Background: an optimization exercise with open tools, aiming at small area. Do not read the settings as production practice.
In this exercise RTL edits were held to simulation tests only and were not proved equivalent to the original.

## north
// x_corr
module x_corr #(parameter xi_bits = 12,
                parameter xq_bits = 12,
                parameter yi_bits = 12,
                parameter yq_bits = 12,
                parameter i_bits = 31,
                parameter q_bits = 31,
                parameter length = 102,
                parameter length_counter_bits = 7,
                parameter out_max_bits = 62
                )
   (input clk,
    input                              rst,
    output                             s_axis_tready,
    input [xi_bits - 1:0]              xi,
    input [xq_bits - 1:0]              xq,
    input [yi_bits - 1:0]              yi,
    input [yq_bits - 1:0]              yq,
    input                              m_axis_tvalid,
    input                              m_axis_tready,
    output [out_max_bits - 1:0]        out_max,
    output [length_counter_bits - 1:0] index,
    output                             s_axis_tvalid
    );
clock: 10.0 ns
lec_check: 0
abc_area: 1
cap_margin: 20
core_margin: 2
core_utilization: 40
slew_margin: 20
standard.sh (not shown) runs the stock make flow with config.mk's settings and CLKGATE_MAP_FILE= SYNTH_SCRIPT=/design/flow/synth_recipe.tcl, a recipe that flattens the netlist after the stock synthesis.
==> flow/flow/run.sh <==
#!/bin/bash
# Layout flow:
#  1. the standard synthesis (standard.sh synth), unchanged;
#  2. full adders of that netlist given the polarity that needs the fewest
#     inverters between adders, registers and ports (flow/polarity.py --pre),
#     then the combinational logic re-mapped for area by ABC
#     (flow/remap.ys, flow/remap.abc); registers, full/half adders and tie
#     cells keep their instances and names;
#  3. a polarity clean-up (flow/polarity.py): full adders built on
#     complemented signals, and XOR/XNOR swapped, where that saves inverters;
#  4. the standard ORFS layout from that netlist, with one-drive port
#     buffers and a clock tree of small buffers without dummy loads.
# Each tool's output goes to a log file in this folder.
set -euo pipefail
W=$(pwd)
R=$W/orfs/results/$FLOW_PLATFORM/x_corr/base
LIB=$FLOW_HOME/platforms/$FLOW_PLATFORM/lib/sky130_fd_sc_hd__tt_025C_1v80.lib
YOSYS=$(command -v yosys || echo "$FLOW_HOME/../tools/install/yosys/bin/yosys")
PERIOD_PS=$(python3 -c "print(int(round(float('$FLOW_PERIOD_NS') * 1000)))")

bash standard.sh synth > synth.log 2>&1
cp "$R/1_2_yosys.v" "$W/netlist_standard.v"
python3 flow/polarity.py --pre "$W/netlist_standard.v" "$W/netlist_prepol.v" > prepolarity.log 2>&1

sed -e "s|LIBFILE|$LIB|g" -e "s|IN_NETLIST|$W/netlist_prepol.v|" \
    -e "s|OUT_NETLIST|$W/netlist_remap.v|" -e "s|TOPNAME|$FLOW_TOP|" \
    -e "s|ABCSCRIPT|$W/flow/remap.abc|" -e "s|PERIOD_PS|$PERIOD_PS|" \
    flow/remap.ys > remap_run.ys
"$YOSYS" -s remap_run.ys > remap.log 2>&1

python3 flow/polarity.py "$W/netlist_remap.v" "$W/netlist_polarity.v" > polarity.log 2>&1
cp "$W/netlist_polarity.v" "$R/1_2_yosys.v"
rm -f "$R/1_synth.odb" "$R/1_synth.sdc"

bash standard.sh \
  BUFFER_PORTS_ARGS="-buffer_cell sky130_fd_sc_hd__buf_1" \
  CTS_ARGS="-sink_clustering_enable -repair_clock_nets -dont_use_dummy_load -sink_clustering_size 10 -sink_clustering_max_diameter 35 -buf_list {sky130_fd_sc_hd__clkbuf_4}" \
  finish > layout.log 2>&1
Other scripts of this flow, unchanged in this note and not shown: flow/flow/polarity.py, flow/flow/remap.abc, flow/flow/remap.ys
For south, these inputs were changed with respect to north:
diff --git a/flow/design.v b/flow/design.v
--- a/flow/design.v
+++ b/flow/design.v
@@ -1400,60 +1400,50 @@
    input [3:0]       st,
    input [30:0]      re,
    input [30:0]      im,
    output [59:0]     nmag,
    output reg [59:0] mag);
    reg [30:0] ore, oim;
    always @(posedge clk)
      if (load) begin
         ore <= re;
         oim <= im;
      end
-   reg [4:0] ore_nw;
-   always @(*) begin
-      if (load)
-        ore_nw = {re[30], re[30], re[29], re[28], re[27]};
-      else
-        case (st)
-          4'd1: ore_nw = {ore[27], ore[26], ore[25], ore[24], ore[23]};
-          4'd2: ore_nw = {ore[23], ore[22], ore[21], ore[20], ore[19]};
-          4'd3: ore_nw = {ore[19], ore[18], ore[17], ore[16], ore[15]};
-          4'd4: ore_nw = {ore[15], ore[14], ore[13], ore[12], ore[11]};
-          4'd5: ore_nw = {ore[11], ore[10], ore[9], ore[8], ore[7]};
-          4'd6: ore_nw = {ore[7], ore[6], ore[5], ore[4], ore[3]};
-          4'd7: ore_nw = {ore[3], ore[2], ore[1], ore[0], 1'b0};
-          default: ore_nw = 5'd0;
-        endcase
-   end
    reg [4:0] ore_w;
-   always @(posedge clk)
-     ore_w <= ore_nw;
-   reg [4:0] oim_nw;
    always @(*) begin
-      if (load)
-        oim_nw = {im[30], im[30], im[29], im[28], im[27]};
-      else
-        case (st)
-          4'd1: oim_nw = {oim[27], oim[26], oim[25], oim[24], oim[23]};
-          4'd2: oim_nw = {oim[23], oim[22], oim[21], oim[20], oim[19]};
-          4'd3: oim_nw = {oim[19], oim[18], oim[17], oim[16], oim[15]};
-          4'd4: oim_nw = {oim[15], oim[14], oim[13], oim[12], oim[11]};
-          4'd5: oim_nw = {oim[11], oim[10], oim[9], oim[8], oim[7]};
-          4'd6: oim_nw = {oim[7], oim[6], oim[5], oim[4], oim[3]};
-          4'd7: oim_nw = {oim[3], oim[2], oim[1], oim[0], 1'b0};
-          default: oim_nw = 5'd0;
-        endcase
+      case (st)
+        4'd1: ore_w = {ore[30], ore[30], ore[29], ore[28], ore[27]};
+        4'd2: ore_w = {ore[27], ore[26], ore[25], ore[24], ore[23]};
+        4'd3: ore_w = {ore[23], ore[22], ore[21], ore[20], ore[19]};
+        4'd4: ore_w = {ore[19], ore[18], ore[17], ore[16], ore[15]};
+        4'd5: ore_w = {ore[15], ore[14], ore[13], ore[12], ore[11]};
+        4'd6: ore_w = {ore[11], ore[10], ore[9], ore[8], ore[7]};
+        4'd7: ore_w = {ore[7], ore[6], ore[5], ore[4], ore[3]};
+        4'd8: ore_w = {ore[3], ore[2], ore[1], ore[0], 1'b0};
+        default: ore_w = 5'd0;
+      endcase
    end
    reg [4:0] oim_w;
-   always @(posedge clk)
-     oim_w <= oim_nw;
+   always @(*) begin
+      case (st)
+        4'd1: oim_w = {oim[30], oim[30], oim[29], oim[28], oim[27]};
+        4'd2: oim_w = {oim[27], oim[26], oim[25], oim[24], oim[23]};
+        4'd3: oim_w = {oim[23], oim[22], oim[21], oim[20], oim[19]};
+        4'd4: oim_w = {oim[19], oim[18], oim[17], oim[16], oim[15]};
+        4'd5: oim_w = {oim[15], oim[14], oim[13], oim[12], oim[11]};
+        4'd6: oim_w = {oim[11], oim[10], oim[9], oim[8], oim[7]};
+        4'd7: oim_w = {oim[7], oim[6], oim[5], oim[4], oim[3]};
+        4'd8: oim_w = {oim[3], oim[2], oim[1], oim[0], 1'b0};
+        default: oim_w = 5'd0;
+      endcase
+   end
    wire [37:0] low;
    wire oree0_one = ore_w[1] ^ ore_w[0];
    wire oree0_two = (ore_w[2] & ~ore_w[1] & ~ore_w[0]) | (~ore_w[2] & ore_w[1] & ore_w[0]);
    wire oree0_neg = ore_w[2];
    wire orep0_q0 = (oree0_one & ore[0]) ^ oree0_neg;
    wire orep0_q1 = ((oree0_one & ore[1]) | (oree0_two & ore[0])) ^ oree0_neg;
    wire orep0_q2 = ((oree0_one & ore[2]) | (oree0_two & ore[1])) ^ oree0_neg;
    wire orep0_q3 = ((oree0_one & ore[3]) | (oree0_two & ore[2])) ^ oree0_neg;
    wire orep0_q4 = ((oree0_one & ore[4]) | (oree0_two & ore[3])) ^ oree0_neg;
    wire orep0_q5 = ((oree0_one & ore[5]) | (oree0_two & ore[4])) ^ oree0_neg;
    wire orep0_q6 = ((oree0_one & ore[6]) | (oree0_two & ore[5])) ^ oree0_neg;
[summary]
Higher total number of cells along the worst setup path was reported by south, not north. Delta (south minus north): sum of negative setup slack down 18610 ps, worst setup timing slack at the placement stage down 960 ps, area of the multi-input gates up 450 um^2, overall routing resource usage up 0.86 points. Between north and south, number of antenna violations at the first check in global routing decreased. [flow] south | stages: complete | final checks: fail | reason: negative setup slack. In the tables for south and north, final wirelength reads higher with south.

[port drivers added, routing unchanged]
In the flow no input, the clock included, has a driving cell. The finished layouts below were timed again as built, in two steps. Step 1, drivers: a clkbuf_16 drives clk and a buf_2 each remaining input, both assumed. Step 2, shift: input delay + t, output delay - t, t = (earliest + latest rising clock arrival at the registers) / 2. This alone moves slack from input paths to output paths. a / b / c = ideal ports / drivers / drivers and shift; a / b = the first two.
run | t (ns) | setup slack, ns | worst setup path after step 2 | latest minus earliest clock arrival (ns) | worst slew at a driven data input, ns
north | 0.860 | 0.919 / 0.919 / 0.169 | input to register | 0.099 / 0.099 | 0.06
south | 0.826 | -0.373 / -0.373 / -0.373 | register to register | 0.119 / 0.119 | 0.05
For north, which loses most, drivers alone change the setup slack by 0.000 ns; drivers and shift together by -0.750 ns.
